This design comes from an exercise in tuning for small area and a short achievable clock period on the open sky130 flow, not from production work.
No functional check of the RTL was part of any run shown here.
Power figures rest on the tool's default switching activity, not on a simulated workload.

==> flow/design.v, too long to show whole: its modules and the start of the top module <==
// module vedicmult_16bit: 1782 lines
// module FA: 4 lines
// module XN2: 3 lines
// module OR2: 3 lines
// module X2: 3 lines
// module NR2: 3 lines
module vedicmult_16bit(input [15:0] a, b,
input clk, reset,
output reg [31:0] out);
  // ...
==> flow/flow/run.sh <==
#!/bin/bash
# Own layout flow: the standard ORFS flow (standard.sh), with the input and
# output port buffers made of plain buf_2 cells (the default picks a delay cell).
set -euo pipefail
export BUFFER_PORTS_ARGS="-buffer_cell sky130_fd_sc_hd__buf_2"
export PRE_FLOORPLAN_TCL="$PWD/flow/pre_floorplan.tcl"
bash standard.sh > standard.log 2>&1
==> flow/flow/pre_floorplan.tcl <==
# Synthesis (abc) maps each Booth selector to an a22oi_2; the _1 cell is the
# same function in less area and easily drives the single gate it feeds.
set swaps {sky130_fd_sc_hd__a22oi_2 sky130_fd_sc_hd__a22oi_1}
set n 0
foreach inst [[ord::get_db_block] getInsts] {
  set m [[$inst getMaster] getName]
  if { [dict exists $swaps $m] } {
    replace_cell [get_cells [$inst getName]] [dict get $swaps $m]
    incr n
  }
}
puts "pre_floorplan: resized $n cells"
==> flow/standard.sh <==
#!/bin/bash
# synth_recipe.tcl (not shown) runs the flow's synth.tcl, then flattens the netlist and writes it again
# the make line also repeats each setting of config.mk as NAME=value (left out here)
make -C /OpenROAD-flow-scripts/flow DESIGN_CONFIG=/design/flow/config.mk WORK_HOME=/design/flow/orfs CLKGATE_MAP_FILE= SYNTH_SCRIPT=/design/flow/synth_recipe.tcl "${@:-finish}"
==> flow/config.mk <==
export PLATFORM = sky130hd
export DESIGN_NAME = vedicmult_16bit
export DESIGN_NICKNAME = vedicmult_16bit
export VERILOG_FILES = /design/flow/design.v
export SDC_FILE = /design/flow/constraint.sdc
export NUM_CORES = 4
export LEC_CHECK = 0
export CAP_MARGIN = 20
export CORE_MARGIN = 2
export CORE_UTILIZATION = 40
export CTS_BUF_LIST = sky130_fd_sc_hd__clkbuf_4 sky130_fd_sc_hd__clkbuf_8
export SLEW_MARGIN = 20
export SYNTH_HIERARCHICAL = 1
export SYNTH_MINIMUM_KEEP_SIZE = 0
==> flow/constraint.sdc <==
create_clock -name core_clock -period 17.0 [get_ports {clk}]
set_input_delay 3.4000 -clock core_clock [delete_from_list [all_inputs] [get_ports {clk}]]
set_output_delay 3.4000 -clock core_clock [all_outputs]
set_load 0.01 [all_outputs]
==> flow_summary.toml, run 1 <==
[outcome]
status = "no timing/DRC/antenna violations"

[yosys]
yosysMostFrequentCell = "nand2_1"
synthCells = 833
synth_adder_area_share = 0.520
synth_compound_area_frac = 0.0651
synth-edff-count = 0

[worst_setup_path]
startpoint_type = "input port"
crit_buf_inv = 1
worstPathArrival_ps = 8700
crit_path_end = "out[25]"

[final_layout]
multi_input_gates = 727
layout.cells.most_common = "nand2_1"
final_area_um2 = 8070
fin_nets = 1070
area_delta_synth_final_pct = 6.35
seq_area_um2 = 641
n_antenna_cell = 0

[detailed_routing]
wl_per_cell_um = 19.7

[timing]
min_period_ps = 8530
min_period_over_period = 0.502
slew_headroom = 0.603

[power]
clock_power_share = 0.037

[place]
dp_hpwl_um = 16400

[floorplanning]
taps = 234

[min_path]
hold_end = "out[0]"

[cts]
cts_buffer_depth = 2
==> run 2, diff against run 1 <==
--- a/flow/design.v
+++ b/flow/design.v
@@ -735,262 +735,160 @@
 wire g476;
 wire p477;
 wire g478;
 wire p479;
 wire g480;
 wire p481;
 wire p482;
 wire g483;
-wire g484;
-wire p485;
+wire o484;
+wire o485;
 wire g486;
-wire p487;
-wire g488;
-wire p489;
-wire g490;
-wire p491;
-wire g492;
-wire p493;
-wire g494;
-wire p495;
-wire g496;
-wire p497;
-wire g498;
-wire p499;
+wire o487;
+wire i488;
+wire g489;
+wire o490;
+wire g491;
+wire p492;
+wire g493;
+wire o494;
+wire g495;
+wire o496;
+wire g497;
+wire p498;
+wire i499;
 wire g500;
-wire p501;
-wire g502;
-wire p503;
-wire g504;
+wire o501;
+wire i502;
+wire g503;
+wire i504;
 wire p505;
 wire g506;
-wire p507;
+wire o507;
 wire g508;
 wire p509;
 wire g510;
 wire p511;
 wire g512;
-wire p513;
-wire g514;
-wire p515;
-wire g516;
-wire p517;
-wire g518;
-wire p519;
-wire g520;
-wire p521;
+wire o513;
+wire i514;
+wire g515;
+wire o516;
+wire g517;
+wire p518;
+wire g519;
+wire o520;
+wire i521;
 wire g522;
-wire p523;
-wire g524;
-wire p525;
-wire g526;
-wire p527;
-wire g528;
-wire p529;
-wire g530;
-wire p531;
-wire g532;
-wire p533;
-wire g534;
-wire p535;
-wire g536;
-wire p537;
-wire g538;
-wire p539;
+wire i523;
+wire p524;
+wire g525;
+wire o526;
+wire g527;
+wire p528;
+wire g529;
+wire p530;
+wire g531;
+wire o532;
+wire g533;
+wire p534;
+wire g535;
+wire o536;
+wire g537;
+wire p538;
+wire i539;
 wire g540;
-wire p541;
-wire g542;
-wire p543;
-wire g544;
-wire p545;
+wire i541;
+wire p542;
+wire g543;
+wire o544;
+wire i545;
 wire g546;
-wire p547;
-wire g548;
-wire p549;
-wire g550;
-wire p551;
-wire g552;
-wire p553;
-wire g554;
-wire p555;
-wire g556;
-wire p557;
-wire g558;
-wire p559;
-wire g560;
-wire p561;
-wire g562;
-wire p563;
-wire g564;
-wire p565;
+wire i547;
+wire p548;
+wire g549;
+wire p550;
+wire g551;
+wire o552;
+wire g553;
+wire p554;
+wire g555;
+wire p556;
+wire g557;
+wire p558;
+wire g559;
+wire o560;
+wire g561;
+wire o562;
+wire g563;
+wire p564;
+wire i565;
 wire g566;
-wire p567;
-wire g568;
-wire p569;
-wire g570;
+wire o567;
+wire i568;
+wire g569;
+wire i570;
 wire p571;
 wire g572;
-wire p573;
+wire o573;
 wire g574;
 wire p575;
 wire g576;
 wire p577;
 wire g578;
-wire p579;
+wire o579;
 wire g580;
 wire p581;
 wire g582;
-wire p583;
+wire o583;
 wire g584;
 wire p585;
-wire g586;
-wire p587;
-wire g588;
+wire i586;
+wire g587;
+wire i588;
 wire p589;
 wire g590;
-wire p591;
-wire g592;
-wire p593;
-wire g594;
+wire o591;
+wire i592;
+wire g593;
+wire i594;
 wire p595;
 wire g596;
 wire p597;
 wire g598;
-wire p599;
+wire o599;
 wire g600;
 wire p601;
 wire g602;
 wire p603;
 wire g604;
 wire p605;
 wire g606;
-wire p607;
-wire g608;
-wire p609;
-wire g610;
+wire o607;
+wire i608;
+wire g609;
+wire i610;
 wire p611;
 wire g612;
-wire p613;
+wire o613;
 wire g614;
 wire p615;
 wire g616;
 wire p617;
 wire g618;
-wire p619;
-wire g620;
-wire p621;
-wire g622;
+wire o619;
+wire i620;
+wire g621;
+wire i622;
 wire p623;
 wire g624;
 wire p625;
 wire g626;
-wire p627;
-wire g628;
-wire p629;
-wire g630;
-wire p631;
-wire g632;
-wire p633;
-wire g634;
-wire p635;
-wire g636;
-wire p637;
-wire g638;
-wire p639;
-wire g640;
-wire p641;
-wire g642;
-wire p643;
-wire g644;
-wire p645;
-wire g646;
-wire p647;
-wire g648;
-wire p649;
-wire g650;
-wire p651;
-wire g652;
-wire p653;
-wire g654;
-wire p655;
-wire g656;
-wire p657;
-wire g658;
-wire p659;
-wire g660;
-wire p661;
-wire g662;
-wire p663;
-wire g664;
-wire p665;
-wire g666;
-wire p667;
-wire g668;
-wire p669;
-wire g670;
-wire p671;
-wire g672;
-wire p673;
-wire g674;
-wire p675;
-wire g676;
-wire p677;
-wire g678;
-wire p679;
-wire g680;
-wire p681;
-wire g682;
-wire p683;
-wire g684;
-wire p685;
-wire g686;
-wire p687;
-wire g688;
-wire p689;
-wire g690;
-wire p691;
-wire g692;
-wire p693;
-wire g694;
-wire p695;
-wire g696;
-wire p697;
-wire g698;
-wire p699;
-wire g700;
-wire p701;
-wire o702;
-wire o703;
-wire o704;
-wire o705;
-wire o706;
-wire o707;
-wire o708;
-wire o709;
-wire o710;
-wire o711;
-wire o712;
-wire o713;
-wire o714;
-wire o715;
-wire o716;
-wire o717;
-wire o718;
-wire o719;
-wire o720;
-wire o721;
-wire o722;
-wire o723;
-wire o724;
-wire o725;
-wire o726;
-wire o727;
-wire o728;
-wire o729;
+wire o627;
 assign pp0_0 = ~(a[0] & b[0]);
 assign pp0_1 = ~(a[1] & b[0]);
 assign pp0_2 = ~(a[2] & b[0]);
 assign pp0_3 = ~(a[3] & b[0]);
 assign pp0_4 = ~(a[4] & b[0]);
 assign pp0_5 = ~(a[5] & b[0]);
 assign pp0_6 = ~(a[6] & b[0]);
 assign pp0_7 = ~(a[7] & b[0]);
@@ -1523,263 +1421,161 @@
 NR2 u_g476 (.x(s417), .y(c416), .o(g476));
 X2 u_p477 (.x(s417), .y(c416), .o(p477));
 NR2 u_g478 (.x(s419), .y(c418), .o(g478));
 X2 u_p479 (.x(s419), .y(c418), .o(p479));
 NR2 u_g480 (.x(pp15_15), .y(c420), .o(g480));
 X2 u_p481 (.x(pp15_15), .y(c420), .o(p481));
 assign p482 = 1'b0;
 assign g483 = g428 | (p429 & ci427);
-assign g484 = g430 | (p431 & g483);
-assign p485 = p431 & p429;
-assign g486 = g432 | (p433 & g430);
-assign p487 = p433 & p431;
-assign g488 = g434 | (p435 & g432);
-assign p489 = p435 & p433;
-assign g490 = g436 | (p437 & g434);
-assign p491 = p437 & p435;
-assign g492 = g438 | (p439 & g436);
-assign p493 = p439 & p437;
-assign g494 = g440 | (p441 & g438);
-assign p495 = p441 & p439;
-assign g496 = g442 | (p443 & g440);
-assign p497 = p443 & p441;
-assign g498 = g444 | (p445 & g442);
-assign p499 = p445 & p443;
-assign g500 = g446 | (p447 & g444);
-assign p501 = p447 & p445;
-assign g502 = g448 | (p449 & g446);
-assign p503 = p449 & p447;
-assign g504 = g450 | (p451 & g448);
-assign p505 = p451 & p449;
-assign g506 = g452 | (p453 & g450);
-assign p507 = p453 & p451;
-assign g508 = g454 | (p455 & g452);
-assign p509 = p455 & p453;
-assign g510 = g456 | (p457 & g454);
-assign p511 = p457 & p455;
-assign g512 = g458 | (p459 & g456);
-assign p513 = p459 & p457;
-assign g514 = g460 | (p461 & g458);
-assign p515 = p461 & p459;
-assign g516 = g462 | (p463 & g460);
-assign p517 = p463 & p461;
-assign g518 = g464 | (p465 & g462);
-assign p519 = p465 & p463;
-assign g520 = g466 | (p467 & g464);
-assign p521 = p467 & p465;
-assign g522 = g468 | (p469 & g466);
-assign p523 = p469 & p467;
-assign g524 = g470 | (p471 & g468);
-assign p525 = p471 & p469;
-assign g526 = g472 | (p473 & g470);
-assign p527 = p473 & p471;
-assign g528 = g474 | (p475 & g472);
-assign p529 = p475 & p473;
-assign g530 = g476 | (p477 & g474);
-assign p531 = p477 & p475;
-assign g532 = g478 | (p479 & g476);
-assign p533 = p479 & p477;
-assign g534 = g480 | (p481 & g478);
-assign p535 = p481 & p479;
-assign g536 = 1'b0 | (p482 & g480);
-assign p537 = p482 & p481;
-assign g538 = g486 | (p487 & g483);
-assign p539 = p487 & p429;
-assign g540 = g488 | (p489 & g484);
-assign p541 = p489 & p485;
-assign g542 = g490 | (p491 & g486);
-assign p543 = p491 & p487;
-assign g544 = g492 | (p493 & g488);
-assign p545 = p493 & p489;
-assign g546 = g494 | (p495 & g490);
-assign p547 = p495 & p491;
-assign g548 = g496 | (p497 & g492);
-assign p549 = p497 & p493;
-assign g550 = g498 | (p499 & g494);
-assign p551 = p499 & p495;
-assign g552 = g500 | (p501 & g496);
-assign p553 = p501 & p497;
-assign g554 = g502 | (p503 & g498);
-assign p555 = p503 & p499;
-assign g556 = g504 | (p505 & g500);
-assign p557 = p505 & p501;
-assign g558 = g506 | (p507 & g502);
-assign p559 = p507 & p503;
-assign g560 = g508 | (p509 & g504);
-assign p561 = p509 & p505;
-assign g562 = g510 | (p511 & g506);
-assign p563 = p511 & p507;
-assign g564 = g512 | (p513 & g508);
-assign p565 = p513 & p509;
-assign g566 = g514 | (p515 & g510);
-assign p567 = p515 & p511;
-assign g568 = g516 | (p517 & g512);
-assign p569 = p517 & p513;
-assign g570 = g518 | (p519 & g514);
-assign p571 = p519 & p515;
-assign g572 = g520 | (p521 & g516);
-assign p573 = p521 & p517;
-assign g574 = g522 | (p523 & g518);
-assign p575 = p523 & p519;
-assign g576 = g524 | (p525 & g520);
-assign p577 = p525 & p521;
-assign g578 = g526 | (p527 & g522);
-assign p579 = p527 & p523;
-assign g580 = g528 | (p529 & g524);
-assign p581 = p529 & p525;
-assign g582 = g530 | (p531 & g526);
-assign p583 = p531 & p527;
-assign g584 = g532 | (p533 & g528);
-assign p585 = p533 & p529;
-assign g586 = g534 | (p535 & g530);
-assign p587 = p535 & p531;
-assign g588 = g536 | (p537 & g532);
-assign p589 = p537 & p533;
-assign g590 = g542 | (p543 & g483);
-assign p591 = p543 & p429;
-assign g592 = g544 | (p545 & g484);
-assign p593 = p545 & p485;
-assign g594 = g546 | (p547 & g538);
-assign p595 = p547 & p539;
-assign g596 = g548 | (p549 & g540);
-assign p597 = p549 & p541;
-assign g598 = g550 | (p551 & g542);
-assign p599 = p551 & p543;
-assign g600 = g552 | (p553 & g544);
-assign p601 = p553 & p545;
-assign g602 = g554 | (p555 & g546);
-assign p603 = p555 & p547;
-assign g604 = g556 | (p557 & g548);
-assign p605 = p557 & p549;
-assign g606 = g558 | (p559 & g550);
-assign p607 = p559 & p551;
-assign g608 = g560 | (p561 & g552);
-assign p609 = p561 & p553;
-assign g610 = g562 | (p563 & g554);
-assign p611 = p563 & p555;
-assign g612 = g564 | (p565 & g556);
-assign p613 = p565 & p557;
-assign g614 = g566 | (p567 & g558);
-assign p615 = p567 & p559;
-assign g616 = g568 | (p569 & g560);
-assign p617 = p569 & p561;
-assign g618 = g570 | (p571 & g562);
-assign p619 = p571 & p563;
-assign g620 = g572 | (p573 & g564);
-assign p621 = p573 & p565;
-assign g622 = g574 | (p575 & g566);
-assign p623 = p575 & p567;
-assign g624 = g576 | (p577 & g568);
-assign p625 = p577 & p569;
-assign g626 = g578 | (p579 & g570);
-assign p627 = p579 & p571;
-assign g628 = g580 | (p581 & g572);
-assign p629 = p581 & p573;
-assign g630 = g582 | (p583 & g574);
-assign p631 = p583 & p575;
-assign g632 = g584 | (p585 & g576);
-assign p633 = p585 & p577;
-assign g634 = g586 | (p587 & g578);
-assign p635 = p587 & p579;
-assign g636 = g588 | (p589 & g580);
-assign p637 = p589 & p581;
-assign g638 = g598 | (p599 & g483);
-assign p639 = p599 & p429;
-assign g640 = g600 | (p601 & g484);
-assign p641 = p601 & p485;
-assign g642 = g602 | (p603 & g538);
-assign p643 = p603 & p539;
-assign g644 = g604 | (p605 & g540);
-assign p645 = p605 & p541;
-assign g646 = g606 | (p607 & g590);
-assign p647 = p607 & p591;
-assign g648 = g608 | (p609 & g592);
-assign p649 = p609 & p593;
-assign g650 = g610 | (p611 & g594);
-assign p651 = p611 & p595;
-assign g652 = g612 | (p613 & g596);
-assign p653 = p613 & p597;
-assign g654 = g614 | (p615 & g598);
-assign p655 = p615 & p599;
-assign g656 = g616 | (p617 & g600);
-assign p657 = p617 & p601;
-assign g658 = g618 | (p619 & g602);
-assign p659 = p619 & p603;
-assign g660 = g620 | (p621 & g604);
-assign p661 = p621 & p605;
-assign g662 = g622 | (p623 & g606);
-assign p663 = p623 & p607;
-assign g664 = g624 | (p625 & g608);
-assign p665 = p625 & p609;
-assign g666 = g626 | (p627 & g610);
-assign p667 = p627 & p611;
-assign g668 = g628 | (p629 & g612);
-assign p669 = p629 & p613;
-assign g670 = g630 | (p631 & g614);
-assign p671 = p631 & p615;
-assign g672 = g632 | (p633 & g616);
-assign p673 = p633 & p617;
-assign g674 = g634 | (p635 & g618);
-assign p675 = p635 & p619;
-assign g676 = g636 | (p637 & g620);
-assign p677 = p637 & p621;
-assign g678 = g654 | (p655 & g483);
-assign p679 = p655 & p429;
-assign g680 = g656 | (p657 & g484);
-assign p681 = p657 & p485;
-assign g682 = g658 | (p659 & g538);
-assign p683 = p659 & p539;
-assign g684 = g660 | (p661 & g540);
-assign p685 = p661 & p541;
-assign g686 = g662 | (p663 & g590);
-assign p687 = p663 & p591;
-assign g688 = g664 | (p665 & g592);
-assign p689 = p665 & p593;
-assign g690 = g666 | (p667 & g594);
-assign p691 = p667 & p595;
-assign g692 = g668 | (p669 & g596);
-assign p693 = p669 & p597;
-assign g694 = g670 | (p671 & g638);
-assign p695 = p671 & p639;
-assign g696 = g672 | (p673 & g640);
-assign p697 = p673 & p641;
-assign g698 = g674 | (p675 & g642);
-assign p699 = p675 & p643;
-assign g700 = g676 | (p677 & g644);
-assign p701 = p677 & p645;
-XN2 u_o702 (.x(p429), .y(ci427), .o(o702));
-XN2 u_o703 (.x(p431), .y(g483), .o(o703));
-XN2 u_o704 (.x(p433), .y(g484), .o(o704));
-XN2 u_o705 (.x(p435), .y(g538), .o(o705));
-XN2 u_o706 (.x(p437), .y(g540), .o(o706));
-XN2 u_o707 (.x(p439), .y(g590), .o(o707));
-XN2 u_o708 (.x(p441), .y(g592), .o(o708));
-XN2 u_o709 (.x(p443), .y(g594), .o(o709));
-XN2 u_o710 (.x(p445), .y(g596), .o(o710));
-XN2 u_o711 (.x(p447), .y(g638), .o(o711));
-XN2 u_o712 (.x(p449), .y(g640), .o(o712));
-XN2 u_o713 (.x(p451), .y(g642), .o(o713));
-XN2 u_o714 (.x(p453), .y(g644), .o(o714));
-XN2 u_o715 (.x(p455), .y(g646), .o(o715));
-XN2 u_o716 (.x(p457), .y(g648), .o(o716));
-XN2 u_o717 (.x(p459), .y(g650), .o(o717));
-XN2 u_o718 (.x(p461), .y(g652), .o(o718));
-XN2 u_o719 (.x(p463), .y(g678), .o(o719));
-XN2 u_o720 (.x(p465), .y(g680), .o(o720));
-XN2 u_o721 (.x(p467), .y(g682), .o(o721));
-XN2 u_o722 (.x(p469), .y(g684), .o(o722));
-XN2 u_o723 (.x(p471), .y(g686), .o(o723));
-XN2 u_o724 (.x(p473), .y(g688), .o(o724));
-XN2 u_o725 (.x(p475), .y(g690), .o(o725));
-XN2 u_o726 (.x(p477), .y(g692), .o(o726));
-XN2 u_o727 (.x(p479), .y(g694), .o(o727));
-XN2 u_o728 (.x(p481), .y(g696), .o(o728));
-XN2 u_o729 (.x(p482), .y(g698), .o(o729));
-wire [31:0] prod = {~o729, ~o728, ~o727, ~o726, ~o725, ~o724, ~o723, ~o722, ~o721, ~o720, ~o719, ~o718, ~o717, ~o716, ~o715, ~o714, ~o713, ~o712, ~o711, ~o710, ~o709, ~o708, ~o707, ~o706, ~o705, ~o704, ~o703, ~o702, ~s425, ~s423, ~s421, ~pp0_0};
+XN2 u_o484 (.x(p429), .y(ci427), .o(o484));
+XN2 u_o485 (.x(p431), .y(g483), .o(o485));
+AOI21 u_g486 (.a1(p431), .a2(g483), .b(g430), .o(g486));
+X2 u_o487 (.x(p433), .y(g486), .o(o487));
+INV1 u_i488 (.x(g486), .o(i488));
+AOI21 u_g489 (.a1(p433), .a2(i488), .b(g432), .o(g489));
+X2 u_o490 (.x(p435), .y(g489), .o(o490));
+AOI21 u_g491 (.a1(p435), .a2(g432), .b(g434), .o(g491));
+NAND2M u_p492 (.x(p435), .y(p433), .o(p492));
+OAI21 u_g493 (.a1(p492), .a2(g486), .b(g491), .o(g493));
+XN2 u_o494 (.x(p437), .y(g493), .o(o494));
+AOI21 u_g495 (.a1(p437), .a2(g493), .b(g436), .o(g495));
+X2 u_o496 (.x(p439), .y(g495), .o(o496));
+AOI21 u_g497 (.a1(p439), .a2(g436), .b(g438), .o(g497));
+NAND2M u_p498 (.x(p439), .y(p437), .o(p498));
+INV1 u_i499 (.x(g493), .o(i499));
+OAI21 u_g500 (.a1(p498), .a2(i499), .b(g497), .o(g500));
+XN2 u_o501 (.x(p441), .y(g500), .o(o501));
+INV1 u_i502 (.x(g497), .o(i502));
+AOI21 u_g503 (.a1(p441), .a2(i502), .b(g440), .o(g503));
+INV1 u_i504 (.x(p498), .o(i504));
+NAND2M u_p505 (.x(p441), .y(i504), .o(p505));
+OAI21 u_g506 (.a1(p505), .a2(i499), .b(g503), .o(g506));
+XN2 u_o507 (.x(p443), .y(g506), .o(o507));
+AOI21 u_g508 (.a1(p443), .a2(g440), .b(g442), .o(g508));
+NAND2M u_p509 (.x(p443), .y(p441), .o(p509));
+OAI21 u_g510 (.a1(p509), .a2(g497), .b(g508), .o(g510));
+NOR2M u_p511 (.x(p509), .y(p498), .o(p511));
+AOI21 u_g512 (.a1(p511), .a2(g493), .b(g510), .o(g512));
+X2 u_o513 (.x(p445), .y(g512), .o(o513));
+INV1 u_i514 (.x(g512), .o(i514));
+AOI21 u_g515 (.a1(p445), .a2(i514), .b(g444), .o(g515));
+X2 u_o516 (.x(p447), .y(g515), .o(o516));
+AOI21 u_g517 (.a1(p447), .a2(g444), .b(g446), .o(g517));
+NAND2M u_p518 (.x(p447), .y(p445), .o(p518));
+OAI21 u_g519 (.a1(p518), .a2(g512), .b(g517), .o(g519));
+XN2 u_o520 (.x(p449), .y(g519), .o(o520));
+INV1 u_i521 (.x(g517), .o(i521));
+AOI21 u_g522 (.a1(p449), .a2(i521), .b(g448), .o(g522));
+INV1 u_i523 (.x(p518), .o(i523));
+NAND2M u_p524 (.x(p449), .y(i523), .o(p524));
+OAI21 u_g525 (.a1(p524), .a2(g512), .b(g522), .o(g525));
+XN2 u_o526 (.x(p451), .y(g525), .o(o526));
+AOI21 u_g527 (.a1(p451), .a2(g448), .b(g450), .o(g527));
+NAND2M u_p528 (.x(p451), .y(p449), .o(p528));
+OAI21 u_g529 (.a1(p528), .a2(g517), .b(g527), .o(g529));
+NOR2M u_p530 (.x(p528), .y(p518), .o(p530));
+AOI21 u_g531 (.a1(p530), .a2(i514), .b(g529), .o(g531));
+X2 u_o532 (.x(p453), .y(g531), .o(o532));
+AOI21 u_g533 (.a1(p453), .a2(g529), .b(g452), .o(g533));
+NAND2M u_p534 (.x(p453), .y(p530), .o(p534));
+OAI21 u_g535 (.a1(p534), .a2(g512), .b(g533), .o(g535));
+XN2 u_o536 (.x(p455), .y(g535), .o(o536));
+AOI21 u_g537 (.a1(p455), .a2(g452), .b(g454), .o(g537));
+NAND2M u_p538 (.x(p455), .y(p453), .o(p538));
+INV1 u_i539 (.x(g529), .o(i539));
+OAI21 u_g540 (.a1(p538), .a2(i539), .b(g537), .o(g540));
+INV1 u_i541 (.x(p530), .o(i541));
+NOR2M u_p542 (.x(p538), .y(i541), .o(p542));
+AOI21 u_g543 (.a1(p542), .a2(i514), .b(g540), .o(g543));
+X2 u_o544 (.x(p457), .y(g543), .o(o544));
+INV1 u_i545 (.x(g537), .o(i545));
+AOI21 u_g546 (.a1(p457), .a2(i545), .b(g456), .o(g546));
+INV1 u_i547 (.x(p538), .o(i547));
+NAND2M u_p548 (.x(p457), .y(i547), .o(p548));
+OAI21 u_g549 (.a1(p548), .a2(i539), .b(g546), .o(g549));
+NOR2M u_p550 (.x(p548), .y(i541), .o(p550));
+AOI21 u_g551 (.a1(p550), .a2(i514), .b(g549), .o(g551));
+X2 u_o552 (.x(p459), .y(g551), .o(o552));
+AOI21 u_g553 (.a1(p459), .a2(g456), .b(g458), .o(g553));
+NAND2M u_p554 (.x(p459), .y(p457), .o(p554));
+OAI21 u_g555 (.a1(p554), .a2(g537), .b(g553), .o(g555));
+NOR2M u_p556 (.x(p554), .y(p538), .o(p556));
+AOI21 u_g557 (.a1(p556), .a2(g529), .b(g555), .o(g557));
+NAND2M u_p558 (.x(p556), .y(p530), .o(p558));
+OAI21 u_g559 (.a1(p558), .a2(g512), .b(g557), .o(g559));
+XN2 u_o560 (.x(p461), .y(g559), .o(o560));
+AOI21 u_g561 (.a1(p461), .a2(g559), .b(g460), .o(g561));
+X2 u_o562 (.x(p463), .y(g561), .o(o562));
+AOI21 u_g563 (.a1(p463), .a2(g460), .b(g462), .o(g563));
+NAND2M u_p564 (.x(p463), .y(p461), .o(p564));
+INV1 u_i565 (.x(g559), .o(i565));
+OAI21 u_g566 (.a1(p564), .a2(i565), .b(g563), .o(g566));
+XN2 u_o567 (.x(p465), .y(g566), .o(o567));
+INV1 u_i568 (.x(g563), .o(i568));
+AOI21 u_g569 (.a1(p465), .a2(i568), .b(g464), .o(g569));
+INV1 u_i570 (.x(p564), .o(i570));
+NAND2M u_p571 (.x(p465), .y(i570), .o(p571));
+OAI21 u_g572 (.a1(p571), .a2(i565), .b(g569), .o(g572));
+XN2 u_o573 (.x(p467), .y(g572), .o(o573));
+AOI21 u_g574 (.a1(p467), .a2(g464), .b(g466), .o(g574));
+NAND2M u_p575 (.x(p467), .y(p465), .o(p575));
+OAI21 u_g576 (.a1(p575), .a2(g563), .b(g574), .o(g576));
+NOR2M u_p577 (.x(p575), .y(p564), .o(p577));
+AOI21 u_g578 (.a1(p577), .a2(g559), .b(g576), .o(g578));
+X2 u_o579 (.x(p469), .y(g578), .o(o579));
+AOI21 u_g580 (.a1(p469), .a2(g576), .b(g468), .o(g580));
+NAND2M u_p581 (.x(p469), .y(p577), .o(p581));
+OAI21 u_g582 (.a1(p581), .a2(i565), .b(g580), .o(g582));
+XN2 u_o583 (.x(p471), .y(g582), .o(o583));
+AOI21 u_g584 (.a1(p471), .a2(g468), .b(g470), .o(g584));
+NAND2M u_p585 (.x(p471), .y(p469), .o(p585));
+INV1 u_i586 (.x(g576), .o(i586));
+OAI21 u_g587 (.a1(p585), .a2(i586), .b(g584), .o(g587));
+INV1 u_i588 (.x(p577), .o(i588));
+NOR2M u_p589 (.x(p585), .y(i588), .o(p589));
+AOI21 u_g590 (.a1(p589), .a2(g559), .b(g587), .o(g590));
+X2 u_o591 (.x(p473), .y(g590), .o(o591));
+INV1 u_i592 (.x(g584), .o(i592));
+AOI21 u_g593 (.a1(p473), .a2(i592), .b(g472), .o(g593));
+INV1 u_i594 (.x(p585), .o(i594));
+NAND2M u_p595 (.x(p473), .y(i594), .o(p595));
+OAI21 u_g596 (.a1(p595), .a2(i586), .b(g593), .o(g596));
+NOR2M u_p597 (.x(p595), .y(i588), .o(p597));
+AOI21 u_g598 (.a1(p597), .a2(g559), .b(g596), .o(g598));
+X2 u_o599 (.x(p475), .y(g598), .o(o599));
+AOI21 u_g600 (.a1(p475), .a2(g472), .b(g474), .o(g600));
+NAND2M u_p601 (.x(p475), .y(p473), .o(p601));
+OAI21 u_g602 (.a1(p601), .a2(g584), .b(g600), .o(g602));
+NOR2M u_p603 (.x(p601), .y(p585), .o(p603));
+AOI21 u_g604 (.a1(p603), .a2(g576), .b(g602), .o(g604));
+NAND2M u_p605 (.x(p603), .y(p577), .o(p605));
+OAI21 u_g606 (.a1(p605), .a2(i565), .b(g604), .o(g606));
+XN2 u_o607 (.x(p477), .y(g606), .o(o607));
+INV1 u_i608 (.x(g604), .o(i608));
+AOI21 u_g609 (.a1(p477), .a2(i608), .b(g476), .o(g609));
+INV1 u_i610 (.x(p605), .o(i610));
+NAND2M u_p611 (.x(p477), .y(i610), .o(p611));
+OAI21 u_g612 (.a1(p611), .a2(i565), .b(g609), .o(g612));
+XN2 u_o613 (.x(p479), .y(g612), .o(o613));
+AOI21 u_g614 (.a1(p479), .a2(g476), .b(g478), .o(g614));
+NAND2M u_p615 (.x(p479), .y(p477), .o(p615));
+OAI21 u_g616 (.a1(p615), .a2(g604), .b(g614), .o(g616));
+NOR2M u_p617 (.x(p615), .y(p605), .o(p617));
+AOI21 u_g618 (.a1(p617), .a2(g559), .b(g616), .o(g618));
+X2 u_o619 (.x(p481), .y(g618), .o(o619));
+INV1 u_i620 (.x(g614), .o(i620));
+AOI21 u_g621 (.a1(p481), .a2(i620), .b(g480), .o(g621));
+INV1 u_i622 (.x(p615), .o(i622));
+NAND2M u_p623 (.x(p481), .y(i622), .o(p623));
+OAI21 u_g624 (.a1(p623), .a2(g604), .b(g621), .o(g624));
+NOR2M u_p625 (.x(p623), .y(p605), .o(p625));
+AOI21 u_g626 (.a1(p625), .a2(g559), .b(g624), .o(g626));
+X2 u_o627 (.x(p482), .y(g626), .o(o627));
+wire [31:0] prod = {~o627, ~o619, ~o613, ~o607, ~o599, ~o591, ~o583, ~o579, ~o573, ~o567, ~o562, ~o560, ~o552, ~o544, ~o536, ~o532, ~o526, ~o520, ~o516, ~o513, ~o507, ~o501, ~o496, ~o494, ~o490, ~o487, ~o485, ~o484, ~s425, ~s423, ~s421, ~pp0_0};
 always @(posedge clk) begin
   if (reset) out <= prod;
   else out <= 32'd0;
 end
 endmodule
 module FA(input x, y, z, output s, c);
 assign s = x ^ y ^ z;
 assign c = (x & y) | (x & z) | (y & z);
@@ -1791,8 +1587,23 @@
 assign o = x | y;
 endmodule
 module X2(input x, y, output o);
 assign o = x ^ y;
 endmodule
 module NR2(input x, y, output o);
 assign o = ~(x | y);
 endmodule
+module AOI21(input a1, a2, b, output o);
+assign o = ~(b | (a1 & a2));
+endmodule
+module OAI21(input a1, a2, b, output o);
+assign o = ~(b & (a1 | a2));
+endmodule
+module NAND2M(input x, y, output o);
+assign o = ~(x & y);
+endmodule
+module NOR2M(input x, y, output o);
+assign o = ~(x | y);
+endmodule
+module INV1(input x, output o);
+assign o = ~x;
+endmodule
==> flow/flow/run.sh (replaced) <==
#!/bin/bash
# Own layout flow: the standard ORFS flow (standard.sh), with the input and
# output port buffers made of plain buf_2 cells (the default picks a delay cell);
# the output buffers are then cut down to buf_1 before detailed placement.
set -euo pipefail
export BUFFER_PORTS_ARGS="-buffer_cell sky130_fd_sc_hd__buf_2"
export PRE_FLOORPLAN_TCL="$PWD/flow/pre_floorplan.tcl"
export PRE_DETAIL_PLACE_TCL="$PWD/flow/pre_detail_place.tcl"
export SETUP_SLACK_MARGIN=8.8
bash standard.sh > standard.log 2>&1
==> flow/flow/pre_detail_place.tcl (new file) <==
# Output ports drive only the 10 fF pin load and have ample slack: their port
# buffers can be the smallest buffer.
set n 0
foreach inst [[ord::get_db_block] getInsts] {
  set m [[$inst getMaster] getName]
  set name [$inst getName]
  if { $m eq "sky130_fd_sc_hd__buf_2" && [string match "output*" $name] } {
    replace_cell [get_cells $name] sky130_fd_sc_hd__buf_1
    incr n
  }
}
puts "pre_detail_place: resized $n output buffers"
==> flow/config.mk (replaced) <==
export PLATFORM = sky130hd
export DESIGN_NAME = vedicmult_16bit
export DESIGN_NICKNAME = vedicmult_16bit
export VERILOG_FILES = /design/flow/design.v
export SDC_FILE = /design/flow/constraint.sdc
export NUM_CORES = 4
export LEC_CHECK = 0
export CAP_MARGIN = 20
export CORE_MARGIN = 2
export CORE_UTILIZATION = 40
export CTS_BUF_LIST = sky130_fd_sc_hd__clkbuf_4
export CTS_CLUSTER_SIZE = 8
export SLEW_MARGIN = 20
export SYNTH_HIERARCHICAL = 1
export SYNTH_MINIMUM_KEEP_SIZE = 0
==> flow_summary.toml, run 2 <==
[outcome]
status = "no timing/DRC/antenna violations"

[floorplanning]
die_y_um = 143
fp.dieArea_um2 = 20400
initial_core_util = 0.410
core-area_um2 = 18800
ios = 66
rows = 50
die_width_um = 143

[final_layout]
final_cell_mix = "277 x nand2_1, 195 x fa_1, 37 x a21oi_2, 35 x nor2_1, 35 x xor2_1"
final_area_um2 = 8080
top_regs = "out: 32 flops"
drive_gt1_frac = 0.120
area_delta_synth_final_pct = 4.99
largest_reg_flops = 32
fin_nets = 1056
layout.cells.most_common = "nand2_1"
regMostFlops = "out"

[power]
seqPwrFrac = 0.061
p_per_area_nw_per_um2 = 243
swShare = 0.517
power_w = 0.00197
clock_power_share = 0.021
intPower_w = 0.000949
ir_drop_v = 0.000192
p_sw_w = 0.00102
p_leak_nw = 2.87
comb_power_share = 0.918

[yosys]
yosysMostFrequentCell = "nand2_1"
yosysSeqAreaShare = 0.0833
synth_cell_types = 19
synth-edff-count = 0
yosysTopAreaCell = "fa_1"
synth_top_area_frac = 0.513
synth_common_cells = "278 x nand2_1, 197 x fa_1, 41 x xor2_1, 38 x nor2_1, 37 x a21oi_2"
synth-async-reset-ratio = 0
syn_area_per_cell_um2 = 9.45
netlist_area_um2 = 7690
synth.area.top_cells = "fa_1 51%, nand2_1 14%, dfxtp_1 8.3%, xor2_1 4.7%, a21oi_2 4.2%"
synth-seq-cells = 32
yosysWarnings = 7
synthCells = 814
synth_fp_nets = 1045
synth_ff_type = "dfxtp_1"

[worst_setup_path]
worst_setup_path_end_kind = "flip-flop"
crit_fanout = 16
crit_path_frequent_cell = "fa_1"
critPathRequiredTime_ps = 17250
cp_top_family = "adder cells"
startpoint_type = "input port"
crit_buf_inv = 2
slowest_delay_ps = 630
path_cells = "clkbuf_4 -> nand2_1 -> fa_1 -> fa_1 -> fa_1 -> fa_1 -> fa_1 -> fa_2 -> xor2_4 -> nand2_2 -> nor2_2 -> nand2_1 -> o21ai_4 -> inv_2 -> o21ai_2 -> xnor2_1 -> and2b_1"
critPathSlowestCell = "fa_2"
critical_path_class = "in -> reg"
worstPathArrival_ps = 8230

[place]
post-place-ws_ps = 8280
portBuffers = 65
globalplace.congestion = 0.838
place_area_um2 = 7910
dp_hpwl_um = 14700

[cts]
clk_pin_slew_ps = 100
cts_sinks = 32
htree_levels = 2
cts_tree = "done"
clockRootBuffer = "clkbuf_4"
cts_buffer_depth = 2
numCtsBuffers = 5

[timing]
maxSlewViolCount = 0
min_period_ps = 7980
setup_viol = 0
post-route-worst-setup-slack_ps = 9020
fin_tns_setup_ps = 0
hold_viol = 0
min_period_over_period = 0.469
rsz0062_at_grt = "no"
fmax_ghz = 0.125

[grt]
antenna_found_initial = 1
grt_pass1_vias = 6136
grt_max_degree = 33
grt_overflow = 0
grt_use_total = 0.204
grt_pass1_wl_um = 32000

[detailed_routing]
drc = 0
num_vias = 5451
viasPerCell = 5.14
drt_wl_total_um = 18900
drt-initial-drc-count = 261
wl_per_cell_um = 17.8
drtPass1Iterations = 4
ant_nets = 0

[min_path]
holdCritPathClass = "in -> reg"

[run]
drv_cap = 0
-- run 2: path summary, 6_finish.rpt --
kind | start | end | slack, ps | cells past startpoint
hold / removal | a[0] | out[0] | 3490 | 2
setup / recovery | a[14] | out[22] | 9020 | 17
-- run 2: cells by family after synthesis --
logic type,after synthesis,share of synthesized area
DFF,32,0.0833
and+or+nand+nor,364,0.198
adders and majority gates,197,0.513
buffers and inverters,88,0.0664
xor gates and xnor gates,71,0.0809
other,1,0.000488
AOI/OAI and AO/OA,61,0.0581
-- run 2: final cells by class --
class / count / area [µm²]
antenna: 1 / 2.50
clock buffer: 5 / 37.5
clock inverter: 2 / 7.51
fill: 1879 / 10700
inverter: 23 / 86.3
multi-input combinational: 694 / 6650
sequential: 32 / 641
tap: 234 / 293
timing repair buffer: 69 / 363
-- run 2: per-stage QoR --
stage	hold slack, ps	utilization	cells
floorplan	3530	-	814
global placement	3790	0.424	1048
detailed placement	3790	0.422	1048
CTS	3470	0.425	1057
global route	3480	0.430	1060
finish	3490	0.430	1060
-- run 2: what timing repair did --
item,4_1_cts,5_1_grt
setup buffers,2,2
gates cloned,0,0
endpoints found under the setup margin,6,12
resized for setup,0,26
hold endpoints to repair,0,0
pin swaps,1,4
hold buffers,0,0
-- run 2: power groups by stage --
stage / combinational (W) / sequential, W / clock (W)
floorplan: 0.00139 / 0.000137 / 0
global placement: 0.00169 / 0.000122 / 0
detailed placement: 0.00169 / 0.000123 / 0
CTS: 0.00176 / 0.000121 / 0.0000450
global route: 0.00204 / 0.000123 / 0.0000484
finish: 0.00180 / 0.000120 / 0.0000412
-- run 2: layer usage --
| layer | global-route usage | part of all wire |
|---|---|---|
| met1 | 0.258 | 0.41 |
| met4 | 0.0500 | 0.016 |
| met2 | 0.362 | 0.52 |
| met3 | 0.0392 | 0.061 |
| met5 | 0 | 0 |
-- run 2: per-module statistics from Yosys (local to each module, per instance), a selection --
module	cells inside	area [µm²]
XN2	1	8.76
vedicmult_16bit	387	2270
X2	1	8.76
OAI21	1	5.00
NOR2M	1	3.75
OR2	1	6.26
INV1	1	3.75
==> run 3, diff against run 2 <==
--- a/flow/flow/run.sh
+++ b/flow/flow/run.sh
@@ -6,5 +6,4 @@
 export BUFFER_PORTS_ARGS="-buffer_cell sky130_fd_sc_hd__buf_2"
 export PRE_FLOORPLAN_TCL="$PWD/flow/pre_floorplan.tcl"
 export PRE_DETAIL_PLACE_TCL="$PWD/flow/pre_detail_place.tcl"
-export SETUP_SLACK_MARGIN=8.8
 bash standard.sh > standard.log 2>&1
==> flow_summary.toml, run 3 <==
[timing]
min_period_over_period = 0.493
hold_ws_ps = 3500
min_period_ps = 8390
setup_viol = 0
maxSlewViolCount = 0
hold_viol = 0
fin_tns_setup_ps = 0
fmax_ghz = 0.119
rsz0062_at_grt = "no"

[final_layout]
layout.cells.most_common = "nand2_1"
final.fill_count = 1874
seq_area_um2 = 641
regMostFlops = "out"
multiInputGateArea_um2 = 6540
top_regs = "out: 32 flops"
largest_reg_flops = 32
fin_nets = 1053
final_cells = 1058
area_delta_synth_final_pct = 3.11
drive_gt1_frac = 0.0936
final_cell_mix = "278 x nand2_1, 197 x fa_1, 41 x xor2_1, 38 x nor2_1, 37 x a21oi_2"

[worst_setup_path]
crit_fanout = 16
worstPathArrival_ps = 8650
critPathRequiredTime_ps = 17260
worst_setup_path_end_kind = "flip-flop"
critical_path_class = "in -> reg"
startpoint_type = "input port"

[yosys]
synth_ff_type = "dfxtp_1"
synth_top_area_frac = 0.513
netlist_area_um2 = 7690
synth.area.top_cells = "fa_1 51%, nand2_1 14%, dfxtp_1 8.3%, xor2_1 4.7%, a21oi_2 4.2%"
syn_area_per_cell_um2 = 9.45
synth_fp_nets = 1045
synth_common_cells = "278 x nand2_1, 197 x fa_1, 41 x xor2_1, 38 x nor2_1, 37 x a21oi_2"
synthCells = 814
synth-edff-count = 0
synth_cell_types = 19
yosysWarnings = 7
yosysTopAreaCell = "fa_1"
synth-seq-cells = 32
synth-async-reset-ratio = 0
yosysSeqAreaShare = 0.0833
yosysMostFrequentCell = "nand2_1"

[detailed_routing]
num_vias = 5496
drc = 0
ant_nets = 0
drtPass1Iterations = 4
wl_per_cell_um = 17.5
viasPerCell = 5.19
drt_wl_total_um = 18500
drt-initial-drc-count = 193

[grt]
grt_pass1_vias = 6030
grt_overflow = 0
grt_pass1_wl_um = 31300
antenna_found_initial = 1
grt_use_total = 0.201
grt_max_degree = 33

[power]
p_leak_nw = 2.83
clock_power_share = 0.033
seqPwrFrac = 0.068
p_per_area_nw_per_um2 = 223
intPower_w = 0.000840
p_sw_w = 0.000926
comb_power_share = 0.898
swShare = 0.524
ir_drop_v = 0.000166

[cts]
cts_tree = "done"
numCtsBuffers = 5
ctsHoldBuffers = 0
htree_levels = 2
cts_sinks = 32
clockRootBuffer = "clkbuf_4"
cts_buffer_depth = 2
post_cts_buffers = 0
clk_pin_slew_ps = 100
cts_resized = 0

[floorplanning]
initial_core_util = 0.410
fp.dieArea_um2 = 20400
ios = 66
die_y_um = 143
die_width_um = 143
rows = 50
core-area_um2 = 18800

[place]
dp_cells = 1049
portBuffers = 65
dp_hpwl_um = 14700
globalplace.congestion = 0.847

[run]
drv_cap = 0

[outcome]
status = "no timing/DRC/antenna violations"

[min_path]
holdCritPathClass = "in -> reg"
run 3: routing by layer:
layer | vias up | GRT usage | wire length [µm]
met5 | - | 0 | 0
met3 | 31 | 0.0483 | 1340
met4 | 0 | 0.0625 | 481
li1 | 2439 | - | -
met2 | 182 | 0.342 | 9120
met1 | 2844 | 0.253 | 7580
run 3: kinds of logic (layout without fill, tap and decap cells):
kind of cell	after synthesis	count (layout)	share of synthesized area
AND/OR/NAND/NOR	364	364	0.198
adder cells (fa/ha/maj)	197	197	0.513
buffers and inverters	88	97	0.0664
XOR/XNOR	71	71	0.0809
AO/OA/AOI/OAI	61	61	0.0581
flip-flops	32	32	0.0833
other	1	2	0.000488
run 3: worst max-delay path: stages:
cell,delay (ps)
buf_2,290
nand2_1,130
fa_1,570
fa_1,470
fa_1,500
fa_1,440
fa_1,490
fa_1,550
xor2_1,350
nand2_1,170
nor2_1,220
nand2_1,80
o21ai_1,160
buf_4,220
inv_1,110
o21ai_1,170
xnor2_1,120
and2b_1,180
run 3: layout make-up:
type,instances,share of cell area
multi-input cells,694,0.825
well taps,234,0.0369
inverters,23,0.0109
repair buffers,66,0.0369
clock inverters,3,0.00473
flip-flops and latches,32,0.0808
diodes,1,0.000316
clock buffers,5,0.00473
run 3: path summary, 6_finish.rpt:
path,cells past startpoint,slack [ps],to,start
hold / removal,2,3500,out[0],a[0]
setup / recovery,18,8610,out[23],b[1]
run 3: per-stage QoR:
step | setup slack [ps] | total power (W) | util | cell area (µm²)
3_3_place_gp | 8350 | 0.00172 | 0.421 | 7890
4_1_cts | 8650 | 0.00180 | 0.422 | 7930
2_1_floorplan | 8290 | 0.00144 | - | 7690
5_1_grt | 8350 | 0.00199 | 0.423 | 7930
3_5_place_dp | 8240 | 0.00173 | 0.418 | 7850
6_report | 8610 | 0.00177 | 0.423 | 7930
run 3: modules after synthesis, one instance, submodules excluded:
module	area, µm²	times used
NR2	3.75	27
NAND2M	3.75	23
OAI21	5.00	23
XN2	8.76	30
vedicmult_16bit	2270	1
X2	8.76	41
INV1	3.75	22
AOI21	8.76	37
NOR2M	3.75	11
FA	20.0	197
OR2	6.26	16
run 3: power groups by stage:
| stage | logic, W | registers (W) | clock network (W) |
|---|---|---|---|
| finish | 0.00159 | 0.000121 | 0.0000590 |
| detailed placement | 0.00161 | 0.000123 | 0 |
| global placement | 0.00159 | 0.000122 | 0 |
| CTS | 0.00161 | 0.000121 | 0.0000622 |
| floorplan | 0.00130 | 0.000137 | 0 |
| global route | 0.00180 | 0.000123 | 0.0000642 |

[port drivers added, routing unchanged]
No port has a modelled driver above. Below, the same layouts with a new extraction and two added sets of constraints. Step 1, drivers: a clkbuf_16 drives clk and a buf_2 each remaining input, both assumed. Step 2 times the ports against the registers' clock, not the clock port: input delays grow and output delays shrink by t, the midpoint of the rising clock arrivals with the driver on. a / b / c = ideal ports / drivers / drivers and shift; a / b = the first two.
run | t (ns) | setup WS [ns] | hold WS [ns] | clock arrival spread, ns | pins driven straight from the clock port
run 1 | 0.296 | 8.469 / 8.471 / 8.175 | 3.587 / 3.582 / 3.810 | 0.007 / 0.007 | 1
run 2 | 0.385 | 9.020 / 9.033 / 8.648 | 3.494 / 3.478 / 3.808 | 0.016 / 0.016 | 1
run 3 | 0.399 | 8.614 / 8.628 / 8.229 | 3.498 / 3.479 / 3.808 | 0.022 / 0.022 | 1
After both steps every run listed still meets setup and hold. The setup slack of run 3, which loses most, moves by +0.014 ns with the drivers and by -0.385 ns with both steps.
